Source: an optimization exercise on an open RTL-to-GDS flow (aim: a short achievable clock period and few clock cycles). Production flows keep margins and buffers that such runs may drop.
Where RTL was checked, it was by simulation tests only, not by an equivalence proof against the original.
The flow treats the clock pin as an ideal source, which a real chip does not have.
No activity file was given, so power comes from the tool's default toggle rates.

==> job 1168 <==
==> flow/design.v (excerpt) <==
module riscv(
	input	wire		clk,
	input	wire		rst,		 
	input	wire	[31:0]	inst_i,		 
	output	wire	[31:0]	inst_addr_o,	 
	output	wire		inst_ce_o,	 
	input	wire	[31:0]	data_i,		 
	output	wire		data_we_o,	 
	output	wire		data_ce_o,	 
	output	wire	[31:0]	data_addr_o,	 
	output	wire	[31:0]	data_o		 
);
assign	inst_ce_o = 1'b1;
assign	data_ce_o = 1'b1;
reg	[31:0]	pc_out;
reg	[31:0]	pc;
reg	[12+1:2]	pc_btb_n;	 
reg		d_valid;
reg	[31:0]	d_inst;
reg	[31:0]	d_pc;
reg	[31:0]	d_pc4;
reg		d_pred;		 
reg	[31:2]	d_ptgt;		 
reg		d_hit;
reg	[16-1:0]	d_match;
reg	[1:0]	d_ctr;
reg	[2:0]	d_it, d_tr;
reg		d_lc;
reg		e_valid;
reg	[31:0]	e_pc;
reg	[31:0]	e_pc4;
reg	[31:0]	e_a;		 
reg	[31:0]	e_b;		 
reg	[31:0]	e_s;		 
reg	[31:0]	e_timm;		 
reg	[4:0]	e_rd;
reg		e_we;		 
reg		e_load;
reg		e_store;
reg		e_br;
reg		e_jal;
reg		e_jalr;
reg		e_auipc;
reg		e_call;
reg		e_ret;
reg	[5:0]	e_brc;		 
reg	[11-1:0]	e_op;	 
reg		e_pred;		 
reg	[31:2]	e_ptgt;		 
reg		e_hit;		 
reg	[16-1:0]	e_match;	 
reg	[1:0]	e_ctr;		 
reg	[2:0]	e_it, e_tr;	 
reg		e_lc;
reg		m_valid;
reg	[31:0]	m_addr;
reg	[31:0]	m_res_n;
reg	[31:0]	m_sd;
reg		m_we_mem;
reg	[4:0]	m_rd;
reg		m_we;
reg		m_load;
reg	[31:0]	rf [1:31];
reg	[31:0]	rf_v;		 
reg	[16-1:0]	btb_v;
reg	[16-1:0]	btb_tk;		 
reg	[16-1:0]	btb_ret;	 
reg	[12+1:2]	btb_tag [0:16-1];
reg	[12+1:2]	btb_tgt [0:16-1];
  ...
clock: 10.0 ns
lec_check: 0
cap_margin: 20
core_margin: 2
core_utilization: 40
cts_cluster_diameter: 150
cts_cluster_size: 20
place_density: 0.6
slew_margin: 20
synth_hierarchical: 1
tns_end_percent: 100
standard.sh (not shown) runs the stock make flow with config.mk's settings and CLKGATE_MAP_FILE= SYNTH_SCRIPT=/design/flow/synth_recipe.tcl, a recipe that flattens the netlist after the stock synthesis.
==> flow/flow/run.sh <==
#!/bin/bash
set -u
bash standard.sh SETUP_SLACK_MARGIN=6.7 finish > standard_flow.log 2>&1
==> job 8865: changes against job 1168 <==
--- a/flow/design.v
+++ b/flow/design.v
@@ -548,33 +548,36 @@
 	for (i = 0; i < W; i = i + 1) begin : g_b
 		assign y_o[i] = ~&x_i[2*i +: 2];
 	end
 endgenerate
 endmodule
 module riscv_wb(
-	input			en_i,
 	input	[31:0]		pc_i,
-	input			dred_i,
-	input	[31:2]		stgt_i,
 	input			stall_i,
+	input			pred_i,
+	input	[12+1:2]	ptgt_i,
 	output	[31:0]		next_o,
 	output	[31:0]		pc4_o
 );
 assign	pc4_o  = pc_i + 32'd4;
-assign	next_o = ~en_i   ? 32'd0 :
-		 dred_i  ? {stgt_i, 2'b00} :
-		 stall_i ? pc_i : pc4_o;
+assign	next_o = stall_i ? pc_i :
+		 pred_i  ? {pc_i[31:12+2], ptgt_i, 2'b00} : pc4_o;
 endmodule
 module riscv_wb_s(
-	input			sel_i,
-	input	[31:12+2]	hi_i,
-	input	[12+1:2]	ptgt_i,
+	input			en_i,
+	input			stall_i,
+	input			pred_i,		 
+	input			spred_i,	 
+	input	[31:2]		stgt_i,
 	input	[31:0]		next_i,
 	output	[31:0]		next_o
 );
-assign	next_o = sel_i ? {hi_i, ptgt_i, 2'b00} : next_i;
+wire	use_s = ~stall_i & ~pred_i & spred_i;
+wire	sel_s = en_i & use_s;
+wire	sel_o = en_i & ~use_s;
+assign	next_o = ({32{sel_s}} & {stgt_i, 2'b00}) | ({32{sel_o}} & next_i);
 endmodule
 module riscv_wb_f(
 	input			mispred_i,
 	input	[31:0]		redir_i,
 	input	[31:0]		next_i,
 	output	[31:0]		next_o
@@ -687,23 +690,12 @@
 );
 assign	inst_ce_o = 1'b1;
 assign	data_ce_o = 1'b1;
 reg	[31:0]	pc_out;
 reg	[31:0]	pc;
 reg	[12+1:2]	pc_btb_n;	 
-reg		d_valid;
-reg	[31:0]	d_inst;
-reg	[31:0]	d_pc;
-reg	[31:0]	d_pc4;
-reg		d_pred;		 
-reg	[31:2]	d_ptgt;		 
-reg		d_hit;
-reg	[16-1:0]	d_match;
-reg	[1:0]	d_ctr;
-reg	[2:0]	d_it, d_tr;
-reg		d_lc;
 reg		e_valid;
 reg	[31:0]	e_pc;
 reg	[31:0]	e_pc4;
 reg	[31:0]	e_a;		 
 reg	[31:0]	e_b;		 
 reg	[31:0]	e_s;		 
@@ -811,13 +803,13 @@
 wire		d_lui, d_auipc, d_jal, d_jalr, d_br, d_load, d_store;
 wire		d_use1, d_use2, d_wr, d_rs2b, d_call, d_ret;
 wire	[31:0]	d_imm, d_timm;
 wire	[5:0]	d_brc;
 wire	[11-1:0]	d_op;
 riscv_id DEC(
-	.inst_i(d_inst),
+	.inst_i(inst_i),
 	.rd_o(rd),
 	.rs1_o(rs1),
 	.rs2_o(rs2),
 	.lui_o(d_lui),
 	.auipc_o(d_auipc),
 	.jal_o(d_jal),
@@ -844,13 +836,13 @@
 		assign rf_flat[gi*32 +: 32] = rf[gi] & {32{rf_v[gi]}};
 	end
 endgenerate
 wire	[31:0]	rf1, rf2;
 riscv_register RD1(.rf_i(rf_flat), .idx_i(rs1), .val_o(rf1));
 riscv_register RD2(.rf_i(rf_flat), .idx_i(rs2), .val_o(rf2));
-wire	h1e, h1m, h2e, h2m, stall_raw;
+wire	h1e, h1m, h2e, h2m, stall;
 riscv_stall HAZ(
 	.rs1_i(rs1),
 	.rs2_i(rs2),
 	.use1_i(d_use1),
 	.use2_i(d_use2),
 	.e_fwd_i(e_valid & e_we),
@@ -859,18 +851,17 @@
 	.m_fwd_i(m_valid & m_we),
 	.m_rd_i(m_rd),
 	.h1e_o(h1e),
 	.h1m_o(h1m),
 	.h2e_o(h2e),
 	.h2m_o(h2m),
-	.stall_o(stall_raw)
+	.stall_o(stall)
 );
-wire	stall = d_valid & stall_raw;
 wire	a_reg = ~d_auipc & ~d_lui;
 wire	[31:0]	pre_a, pre_b, pre_s, opa, opb, ops;
-riscv_forward_pre PA(.sel_m_i(a_reg & h1m), .sel_x_i(d_auipc), .m_i(m_val), .x_i(d_pc), .val_o(pre_a));
+riscv_forward_pre PA(.sel_m_i(a_reg & h1m), .sel_x_i(d_auipc), .m_i(m_val), .x_i(pc), .val_o(pre_a));
 riscv_forward_pre PB(.sel_m_i(d_rs2b & h2m), .sel_x_i(~d_rs2b), .m_i(m_val), .x_i(d_imm), .val_o(pre_b));
 riscv_forward_pre PS(.sel_m_i(h2m), .sel_x_i(1'b0), .m_i(m_val), .x_i(32'd0), .val_o(pre_s));
 riscv_forward FA(.sel_e_i(a_reg & h1e), .e_i(res), .sel_r_i(a_reg & ~h1m), .r_i(rf1), .o_i(pre_a), .val_o(opa));
 riscv_forward FB(.sel_e_i(d_rs2b & h2e), .e_i(res), .sel_r_i(d_rs2b & ~h2m), .r_i(rf2), .o_i(pre_b), .val_o(opb));
 riscv_forward FS(.sel_e_i(h2e), .e_i(res), .sel_r_i(~h2m), .r_i(rf2), .o_i(pre_s), .val_o(ops));
 wire	[16*12-1:0]	bt_flat;
@@ -912,79 +903,73 @@
 	.ctr_o(f_ctr),
 	.ptgt_o(f_ptgt)
 );
 wire		s_pred;
 wire	[31:2]	s_tgt;
 riscv_if_static SP(
-	.pc_i(d_pc),
-	.inst_i(d_inst),
+	.pc_i(pc),
+	.inst_i(inst_i),
 	.ras_i(ras0),
 	.fus_i(d_jalr & e_auipc & h1e),
 	.epc_i(e_pc),
 	.esum_i(sum[31:12]),
 	.pred_o(s_pred),
 	.tgt_o(s_tgt)
 );
-wire	s_use = ~d_hit & s_pred;
-wire	dred  = d_valid & s_use & ~stall;
-wire	[31:0]	next_pc, next_pc_out, next_x, next_xo, next_b, next_bo, pc4;
-wire	btb_q = ~dred & ~stall;
-riscv_wb NPCX(.en_i(1'b1), .pc_i(pc), .dred_i(dred), .stgt_i(s_tgt), .stall_i(stall), .next_o(next_x), .pc4_o(pc4));
-riscv_wb_s NPCB(.sel_i(f_pred & btb_q), .hi_i(pc[31:12+2]), .ptgt_i(f_ptgt), .next_i(next_x), .next_o(next_b));
-riscv_wb_f NPCF(.mispred_i(mispred), .redir_i(redir_pc), .next_i(next_b), .next_o(next_pc));
-wire	[31:0]	pc4_unused;
-riscv_wb NPCXO(.en_i(~rst), .pc_i(pc), .dred_i(dred), .stgt_i(s_tgt), .stall_i(stall), .next_o(next_xo), .pc4_o(pc4_unused));
-riscv_wb_s NPCBO(.sel_i(f_pred & btb_q & ~rst), .hi_i(pc[31:12+2]), .ptgt_i(f_ptgt), .next_i(next_xo), .next_o(next_bo));
-riscv_wb_f NPCFO(.mispred_i(mispred), .redir_i(redir_pc), .next_i(next_bo), .next_o(next_pc_out));
+wire	s_use = ~f_hit & s_pred;
+wire	[31:0]	next_pc, next_pc_out, next_pc_b, next_pc_s, next_pc_so, pc4;
+riscv_wb NPC(
+	.pc_i(pc),
+	.stall_i(stall),
+	.pred_i(f_pred),
+	.ptgt_i(f_ptgt),
+	.next_o(next_pc_b),
+	.pc4_o(pc4)
+);
+riscv_wb_s NPCS(
+	.en_i(1'b1),
+	.stall_i(stall),
+	.pred_i(f_pred),
+	.spred_i(s_use),
+	.stgt_i(s_tgt),
+	.next_i(next_pc_b),
+	.next_o(next_pc_s)
+);
+riscv_wb_f NPCF(.mispred_i(mispred), .redir_i(redir_pc), .next_i(next_pc_s), .next_o(next_pc));
+riscv_wb_s NPCSO(
+	.en_i(~rst),
+	.stall_i(stall),
+	.pred_i(f_pred),
+	.spred_i(s_use),
+	.stgt_i(s_tgt),
+	.next_i(next_pc_b),
+	.next_o(next_pc_so)
+);
+riscv_wb_f NPCFO(.mispred_i(mispred), .redir_i(redir_pc), .next_i(next_pc_so), .next_o(next_pc_out));
 always @(posedge clk) begin
 	pc_out   <= next_pc_out;
 	pc_btb_n <= ~next_pc_out[12+1:2];
 end
 always @(posedge clk or posedge rst) begin
 	if (rst) begin
 		pc <= 32'd0;
 	end else begin
 		pc <= next_pc;
 	end
 end
 assign	inst_addr_o = pc_out;
-wire	d_take = ~stall;
-always @(posedge clk or posedge rst) begin
-	if (rst) begin
-		d_valid <= 1'b0;
-	end else if (mispred | dred) begin
-		d_valid <= 1'b0;
-	end else if (~stall) begin
-		d_valid <= 1'b1;
-	end
-end
-always @(posedge clk) begin
-	if (d_take) begin
-		d_inst  <= inst_i;
-		d_pc    <= pc;
-		d_pc4   <= pc4;
-		d_pred  <= f_pred;
-		d_ptgt  <= {pc[31:12+2], f_ptgt};
-		d_hit   <= f_hit;
-		d_match <= f_match;
-		d_ctr   <= f_ctr;
-		d_it    <= f_it;
-		d_tr    <= f_tr;
-		d_lc    <= |(f_match & btb_lc);
-	end
-end
 always @(posedge clk or posedge rst) begin
 	if (rst) begin
 		e_valid <= 1'b0;
 	end else begin
-		e_valid <= d_valid & ~mispred & ~stall;
+		e_valid <= ~mispred & ~stall;
 	end
 end
 always @(posedge clk) begin
-	e_pc    <= d_pc;
-	e_pc4   <= d_pc4;
+	e_pc    <= pc;
+	e_pc4   <= pc4;
 	e_a     <= opa;
 	e_b     <= opb;
 	e_s     <= ops;
 	e_timm  <= d_timm;
 	e_rd    <= rd;
 	e_we    <= d_wr & (rd != 5'd0);
@@ -995,20 +980,20 @@
 	e_jalr  <= d_jalr;
 	e_auipc <= d_auipc;
 	e_call  <= d_call;
 	e_ret   <= d_ret;
 	e_brc   <= d_brc;
 	e_op    <= d_op;
-	e_pred  <= d_pred | s_use;
-	e_ptgt  <= d_hit ? d_ptgt : s_tgt;
-	e_hit   <= d_hit;
-	e_match <= d_match;
-	e_ctr   <= d_ctr;
-	e_it    <= d_it;
-	e_tr    <= d_tr;
-	e_lc    <= d_lc;
+	e_pred  <= f_pred | s_use;
+	e_ptgt  <= f_hit ? {pc[31:12+2], f_ptgt} : s_tgt;
+	e_hit   <= f_hit;
+	e_match <= f_match;
+	e_ctr   <= f_ctr;
+	e_it    <= f_it;
+	e_tr    <= f_tr;
+	e_lc    <= |(f_match & btb_lc);
 end
 always @(posedge clk or posedge rst) begin
 	if (rst) begin
 		m_valid  <= 1'b0;
 	end else begin
 		m_valid  <= e_valid;
@@ -1102,28 +1087,26 @@
 			btb_it[j]  <= u_it;
 			btb_tr[j]  <= u_tr;
 			btb_lc[j]  <= u_lc;
 		end
 	end
 end
-wire	r_call = e_valid & e_call;
-wire	r_pop  = e_valid & e_ret;
 always @(posedge clk or posedge rst) begin
 	if (rst) begin
 		ras0 <= {12{1'b0}};
 		ras1 <= {12{1'b0}};
 		ras2 <= {12{1'b0}};
 		ras3 <= {12{1'b0}};
-	end else if (r_call & r_pop) begin
-		ras0 <= e_pc4[12+1:2];
-	end else if (r_call) begin
-		ras0 <= e_pc4[12+1:2];
+	end else if (u_call & u_pop) begin
+		ras0 <= u_link;
+	end else if (u_call) begin
+		ras0 <= u_link;
 		ras1 <= ras0;
 		ras2 <= ras1;
 		ras3 <= ras2;
-	end else if (r_pop) begin
+	end else if (u_pop) begin
 		ras0 <= ras1;
 		ras1 <= ras2;
 		ras2 <= ras3;
 	end
 end
 endmodule
==> job 9443: changes against job 1168 <==
--- a/flow/design.v
+++ b/flow/design.v
@@ -548,33 +548,36 @@
 	for (i = 0; i < W; i = i + 1) begin : g_b
 		assign y_o[i] = ~&x_i[2*i +: 2];
 	end
 endgenerate
 endmodule
 module riscv_wb(
-	input			en_i,
 	input	[31:0]		pc_i,
-	input			dred_i,
-	input	[31:2]		stgt_i,
 	input			stall_i,
+	input			pred_i,
+	input	[12+1:2]	ptgt_i,
 	output	[31:0]		next_o,
 	output	[31:0]		pc4_o
 );
 assign	pc4_o  = pc_i + 32'd4;
-assign	next_o = ~en_i   ? 32'd0 :
-		 dred_i  ? {stgt_i, 2'b00} :
-		 stall_i ? pc_i : pc4_o;
+assign	next_o = stall_i ? pc_i :
+		 pred_i  ? {pc_i[31:12+2], ptgt_i, 2'b00} : pc4_o;
 endmodule
 module riscv_wb_s(
-	input			sel_i,
-	input	[31:12+2]	hi_i,
-	input	[12+1:2]	ptgt_i,
+	input			en_i,
+	input			stall_i,
+	input			pred_i,		 
+	input			spred_i,	 
+	input	[31:2]		stgt_i,
 	input	[31:0]		next_i,
 	output	[31:0]		next_o
 );
-assign	next_o = sel_i ? {hi_i, ptgt_i, 2'b00} : next_i;
+wire	use_s = ~stall_i & ~pred_i & spred_i;
+wire	sel_s = en_i & use_s;
+wire	sel_o = en_i & ~use_s;
+assign	next_o = ({32{sel_s}} & {stgt_i, 2'b00}) | ({32{sel_o}} & next_i);
 endmodule
 module riscv_wb_f(
 	input			mispred_i,
 	input	[31:0]		redir_i,
 	input	[31:0]		next_i,
 	output	[31:0]		next_o
@@ -583,27 +586,29 @@
 endmodule
 module riscv_register(
 	input	[32*32-1:0]	rf_i,
 	input	[4:0]		idx_i,
 	output	[31:0]		val_o
 );
-wire	[31:0]	sel_lo, sel_hi;
-riscv_register_dec DECL(.idx_i(idx_i), .sel_o(sel_lo));
-riscv_register_dec DECH(.idx_i(idx_i), .sel_o(sel_hi));
+wire	[31:0]	sel0, sel1, sel2, sel3;
+riscv_register_dec DEC0(.idx_i(idx_i), .sel_o(sel0));
+riscv_register_dec DEC1(.idx_i(idx_i), .sel_o(sel1));
+riscv_register_dec DEC2(.idx_i(idx_i), .sel_o(sel2));
+riscv_register_dec DEC3(.idx_i(idx_i), .sel_o(sel3));
 genvar b;
 generate
 	for (b = 0; b < 32; b = b + 1) begin : g_bit
 		wire	[31:0]	col;
 		wire	[15:0]	l1;
 		wire	[3:0]	l2;
 		wire	[1:0]	l3;
 		genvar r;
 		for (r = 0; r < 32; r = r + 1) begin : g_col
 			assign col[r] = rf_i[r*32 + b];
 		end
-		riscv_register_aoi22 L1(.s_i(b < 16 ? sel_lo : sel_hi), .d_i(col), .y_o(l1));
+		riscv_register_aoi22 L1(.s_i(b < 8 ? sel0 : b < 16 ? sel1 : b < 24 ? sel2 : sel3), .d_i(col), .y_o(l1));
 		riscv_ex_nand4 #(.W(4)) L2(.x_i(l1), .y_o(l2));
 		riscv_ex_nor2  #(.W(2)) L3(.x_i(l2), .y_o(l3));
 		riscv_ex_nand2 #(.W(1)) L4(.x_i(l3), .y_o(val_o[b]));
 	end
 endgenerate
 endmodule
@@ -687,23 +692,12 @@
 );
 assign	inst_ce_o = 1'b1;
 assign	data_ce_o = 1'b1;
 reg	[31:0]	pc_out;
 reg	[31:0]	pc;
 reg	[12+1:2]	pc_btb_n;	 
-reg		d_valid;
-reg	[31:0]	d_inst;
-reg	[31:0]	d_pc;
-reg	[31:0]	d_pc4;
-reg		d_pred;		 
-reg	[31:2]	d_ptgt;		 
-reg		d_hit;
-reg	[16-1:0]	d_match;
-reg	[1:0]	d_ctr;
-reg	[2:0]	d_it, d_tr;
-reg		d_lc;
 reg		e_valid;
 reg	[31:0]	e_pc;
 reg	[31:0]	e_pc4;
 reg	[31:0]	e_a;		 
 reg	[31:0]	e_b;		 
 reg	[31:0]	e_s;		 
@@ -811,13 +805,13 @@
 wire		d_lui, d_auipc, d_jal, d_jalr, d_br, d_load, d_store;
 wire		d_use1, d_use2, d_wr, d_rs2b, d_call, d_ret;
 wire	[31:0]	d_imm, d_timm;
 wire	[5:0]	d_brc;
 wire	[11-1:0]	d_op;
 riscv_id DEC(
-	.inst_i(d_inst),
+	.inst_i(inst_i),
 	.rd_o(rd),
 	.rs1_o(rs1),
 	.rs2_o(rs2),
 	.lui_o(d_lui),
 	.auipc_o(d_auipc),
 	.jal_o(d_jal),
@@ -844,13 +838,13 @@
 		assign rf_flat[gi*32 +: 32] = rf[gi] & {32{rf_v[gi]}};
 	end
 endgenerate
 wire	[31:0]	rf1, rf2;
 riscv_register RD1(.rf_i(rf_flat), .idx_i(rs1), .val_o(rf1));
 riscv_register RD2(.rf_i(rf_flat), .idx_i(rs2), .val_o(rf2));
-wire	h1e, h1m, h2e, h2m, stall_raw;
+wire	h1e, h1m, h2e, h2m, stall;
 riscv_stall HAZ(
 	.rs1_i(rs1),
 	.rs2_i(rs2),
 	.use1_i(d_use1),
 	.use2_i(d_use2),
 	.e_fwd_i(e_valid & e_we),
@@ -859,18 +853,17 @@
 	.m_fwd_i(m_valid & m_we),
 	.m_rd_i(m_rd),
 	.h1e_o(h1e),
 	.h1m_o(h1m),
 	.h2e_o(h2e),
 	.h2m_o(h2m),
-	.stall_o(stall_raw)
+	.stall_o(stall)
 );
-wire	stall = d_valid & stall_raw;
 wire	a_reg = ~d_auipc & ~d_lui;
 wire	[31:0]	pre_a, pre_b, pre_s, opa, opb, ops;
-riscv_forward_pre PA(.sel_m_i(a_reg & h1m), .sel_x_i(d_auipc), .m_i(m_val), .x_i(d_pc), .val_o(pre_a));
+riscv_forward_pre PA(.sel_m_i(a_reg & h1m), .sel_x_i(d_auipc), .m_i(m_val), .x_i(pc), .val_o(pre_a));
 riscv_forward_pre PB(.sel_m_i(d_rs2b & h2m), .sel_x_i(~d_rs2b), .m_i(m_val), .x_i(d_imm), .val_o(pre_b));
 riscv_forward_pre PS(.sel_m_i(h2m), .sel_x_i(1'b0), .m_i(m_val), .x_i(32'd0), .val_o(pre_s));
 riscv_forward FA(.sel_e_i(a_reg & h1e), .e_i(res), .sel_r_i(a_reg & ~h1m), .r_i(rf1), .o_i(pre_a), .val_o(opa));
 riscv_forward FB(.sel_e_i(d_rs2b & h2e), .e_i(res), .sel_r_i(d_rs2b & ~h2m), .r_i(rf2), .o_i(pre_b), .val_o(opb));
 riscv_forward FS(.sel_e_i(h2e), .e_i(res), .sel_r_i(~h2m), .r_i(rf2), .o_i(pre_s), .val_o(ops));
 wire	[16*12-1:0]	bt_flat;
@@ -912,79 +905,73 @@
 	.ctr_o(f_ctr),
 	.ptgt_o(f_ptgt)
 );
 wire		s_pred;
 wire	[31:2]	s_tgt;
 riscv_if_static SP(
-	.pc_i(d_pc),
-	.inst_i(d_inst),
+	.pc_i(pc),
+	.inst_i(inst_i),
 	.ras_i(ras0),
 	.fus_i(d_jalr & e_auipc & h1e),
 	.epc_i(e_pc),
 	.esum_i(sum[31:12]),
 	.pred_o(s_pred),
 	.tgt_o(s_tgt)
 );
-wire	s_use = ~d_hit & s_pred;
-wire	dred  = d_valid & s_use & ~stall;
-wire	[31:0]	next_pc, next_pc_out, next_x, next_xo, next_b, next_bo, pc4;
-wire	btb_q = ~dred & ~stall;
-riscv_wb NPCX(.en_i(1'b1), .pc_i(pc), .dred_i(dred), .stgt_i(s_tgt), .stall_i(stall), .next_o(next_x), .pc4_o(pc4));
-riscv_wb_s NPCB(.sel_i(f_pred & btb_q), .hi_i(pc[31:12+2]), .ptgt_i(f_ptgt), .next_i(next_x), .next_o(next_b));
-riscv_wb_f NPCF(.mispred_i(mispred), .redir_i(redir_pc), .next_i(next_b), .next_o(next_pc));
-wire	[31:0]	pc4_unused;
-riscv_wb NPCXO(.en_i(~rst), .pc_i(pc), .dred_i(dred), .stgt_i(s_tgt), .stall_i(stall), .next_o(next_xo), .pc4_o(pc4_unused));
-riscv_wb_s NPCBO(.sel_i(f_pred & btb_q & ~rst), .hi_i(pc[31:12+2]), .ptgt_i(f_ptgt), .next_i(next_xo), .next_o(next_bo));
-riscv_wb_f NPCFO(.mispred_i(mispred), .redir_i(redir_pc), .next_i(next_bo), .next_o(next_pc_out));
+wire	s_use = ~f_hit & s_pred;
+wire	[31:0]	next_pc, next_pc_out, next_pc_b, next_pc_s, next_pc_so, pc4;
+riscv_wb NPC(
+	.pc_i(pc),
+	.stall_i(stall),
+	.pred_i(f_pred),
+	.ptgt_i(f_ptgt),
+	.next_o(next_pc_b),
+	.pc4_o(pc4)
+);
+riscv_wb_s NPCS(
+	.en_i(1'b1),
+	.stall_i(stall),
+	.pred_i(f_pred),
+	.spred_i(s_use),
+	.stgt_i(s_tgt),
+	.next_i(next_pc_b),
+	.next_o(next_pc_s)
+);
+riscv_wb_f NPCF(.mispred_i(mispred), .redir_i(redir_pc), .next_i(next_pc_s), .next_o(next_pc));
+riscv_wb_s NPCSO(
+	.en_i(~rst),
+	.stall_i(stall),
+	.pred_i(f_pred),
+	.spred_i(s_use),
+	.stgt_i(s_tgt),
+	.next_i(next_pc_b),
+	.next_o(next_pc_so)
+);
+riscv_wb_f NPCFO(.mispred_i(mispred), .redir_i(redir_pc), .next_i(next_pc_so), .next_o(next_pc_out));
 always @(posedge clk) begin
 	pc_out   <= next_pc_out;
 	pc_btb_n <= ~next_pc_out[12+1:2];
 end
 always @(posedge clk or posedge rst) begin
 	if (rst) begin
 		pc <= 32'd0;
 	end else begin
 		pc <= next_pc;
 	end
 end
 assign	inst_addr_o = pc_out;
-wire	d_take = ~stall;
-always @(posedge clk or posedge rst) begin
-	if (rst) begin
-		d_valid <= 1'b0;
-	end else if (mispred | dred) begin
-		d_valid <= 1'b0;
-	end else if (~stall) begin
-		d_valid <= 1'b1;
-	end
-end
-always @(posedge clk) begin
-	if (d_take) begin
-		d_inst  <= inst_i;
-		d_pc    <= pc;
-		d_pc4   <= pc4;
-		d_pred  <= f_pred;
-		d_ptgt  <= {pc[31:12+2], f_ptgt};
-		d_hit   <= f_hit;
-		d_match <= f_match;
-		d_ctr   <= f_ctr;
-		d_it    <= f_it;
-		d_tr    <= f_tr;
-		d_lc    <= |(f_match & btb_lc);
-	end
-end
 always @(posedge clk or posedge rst) begin
 	if (rst) begin
 		e_valid <= 1'b0;
 	end else begin
-		e_valid <= d_valid & ~mispred & ~stall;
+		e_valid <= ~mispred & ~stall;
 	end
 end
 always @(posedge clk) begin
-	e_pc    <= d_pc;
-	e_pc4   <= d_pc4;
+	e_pc    <= pc;
+	e_pc4   <= pc4;
 	e_a     <= opa;
 	e_b     <= opb;
 	e_s     <= ops;
 	e_timm  <= d_timm;
 	e_rd    <= rd;
 	e_we    <= d_wr & (rd != 5'd0);
@@ -995,20 +982,20 @@
 	e_jalr  <= d_jalr;
 	e_auipc <= d_auipc;
 	e_call  <= d_call;
 	e_ret   <= d_ret;
 	e_brc   <= d_brc;
 	e_op    <= d_op;
-	e_pred  <= d_pred | s_use;
-	e_ptgt  <= d_hit ? d_ptgt : s_tgt;
-	e_hit   <= d_hit;
-	e_match <= d_match;
-	e_ctr   <= d_ctr;
-	e_it    <= d_it;
-	e_tr    <= d_tr;
-	e_lc    <= d_lc;
+	e_pred  <= f_pred | s_use;
+	e_ptgt  <= f_hit ? {pc[31:12+2], f_ptgt} : s_tgt;
+	e_hit   <= f_hit;
+	e_match <= f_match;
+	e_ctr   <= f_ctr;
+	e_it    <= f_it;
+	e_tr    <= f_tr;
+	e_lc    <= |(f_match & btb_lc);
 end
 always @(posedge clk or posedge rst) begin
 	if (rst) begin
 		m_valid  <= 1'b0;
 	end else begin
 		m_valid  <= e_valid;
@@ -1102,28 +1089,26 @@
 			btb_it[j]  <= u_it;
 			btb_tr[j]  <= u_tr;
 			btb_lc[j]  <= u_lc;
 		end
 	end
 end
-wire	r_call = e_valid & e_call;
-wire	r_pop  = e_valid & e_ret;
 always @(posedge clk or posedge rst) begin
 	if (rst) begin
 		ras0 <= {12{1'b0}};
 		ras1 <= {12{1'b0}};
 		ras2 <= {12{1'b0}};
 		ras3 <= {12{1'b0}};
-	end else if (r_call & r_pop) begin
-		ras0 <= e_pc4[12+1:2];
-	end else if (r_call) begin
-		ras0 <= e_pc4[12+1:2];
+	end else if (u_call & u_pop) begin
+		ras0 <= u_link;
+	end else if (u_call) begin
+		ras0 <= u_link;
 		ras1 <= ras0;
 		ras2 <= ras1;
 		ras3 <= ras2;
-	end else if (r_pop) begin
+	end else if (u_pop) begin
 		ras0 <= ras1;
 		ras1 <= ras2;
 		ras2 <= ras3;
 	end
 end
 endmodule
==> flow/flow/run.sh (replaced) <==
#!/bin/bash
set -u
here=$(pwd)
bash standard.sh SETUP_SLACK_MARGIN=6.7 POST_CTS_TCL="$here/flow/post_cts.tcl" finish > standard_flow.log 2>&1
==> flow/flow/post_cts.tcl (new file) <==
# Sourced by ORFS at the end of its CTS step: one more setup repair, this
# time without the platform's cell-footprint restriction, then legalize.
puts "post_cts.tcl: extra repair_timing"
repair_timing -setup -setup_margin 6.7 -repair_tns 100 -max_passes 50 -verbose
detailed_placement
check_placement -verbose
==> run notes <==
item	job 9443	job 8865	job 1168
Run status	finished clean	finished clean	finished clean
Type of the worst setup path	in2reg	in2reg	reg2reg
Comb pwr share	0.248	0.240	0.221
Startpoint kind of the worst setup timing path	primary input	primary input	register
Routed wire per std cell	32.49 um	33.89 um	33.16 um
Clock latency on the worst-skew pair	0.97 ns	0.97 ns	0.89 ns
Largest area class, layout	multi-input gates	multi-input gates	flip-flops and latches
Power after layout	21.21 mW	21.31 mW	22.07 mW
Global-route track usage on met1	0.4114	0.4124	0.3981
Cell with the most instances on the worst path	-	sky130_fd_sc_hd__buf_12	sky130_fd_sc_hd__buf_12
Via count of the first global-routing pass	91.40k	94.04k	91.74k
Setup WS post-layout	6.286 ns	6.212 ns	6.200 ns
Count of cell instances traversed by the critical path	16	15	15
Share of post-route cells with drive strength above 1	0.3413	0.3547	0.2849
Met3 demand-to-capacity share in global routing	0.04688	0.07268	0.06463
Testbench counts of job 8865, summed over its fixed seeds: cycles 149,965.
Testbench counts of job 9443, summed over its fixed seeds: cycles 149,965.
For job 1168, only the layout was checked, not whether the RTL still works.

## separate check: timing with driven ports
How much do the figures lean on ideal ports? The routed layouts below were timed once more, with nothing changed but the port constraints.
Step 1: set_driving_cell puts a clkbuf_16 on clk and a buf_2 on each other input, an assumption about the parent block.
Step 2 times the ports against the registers' clock, not the clock port: input delays grow and output delays shrink by t, the midpoint of the rising clock arrivals with the driver on.
Slacks: no drivers / after step 1 / after step 2; pairs: no drivers / after step 1.
| run | shift t [ns] | setup WS [ns] | worst setup path after step 2 | worst data-port slew with drivers (ns) |
|---|---|---|---|---|
| job 1168 | 0.949 | 6.200 / 6.200 / 5.507 | input to register | 0.07 |
| job 8865 | 1.008 | 6.212 / 6.240 / 5.232 | input to register | 0.24 |
| job 9443 | 0.998 | 6.286 / 6.231 / 5.233 | input to register | 0.30 |
After both steps every run listed still meets setup and hold. The setup slack of job 9443, which loses most, moves by -0.055 ns with the drivers and by -1.053 ns with both steps.
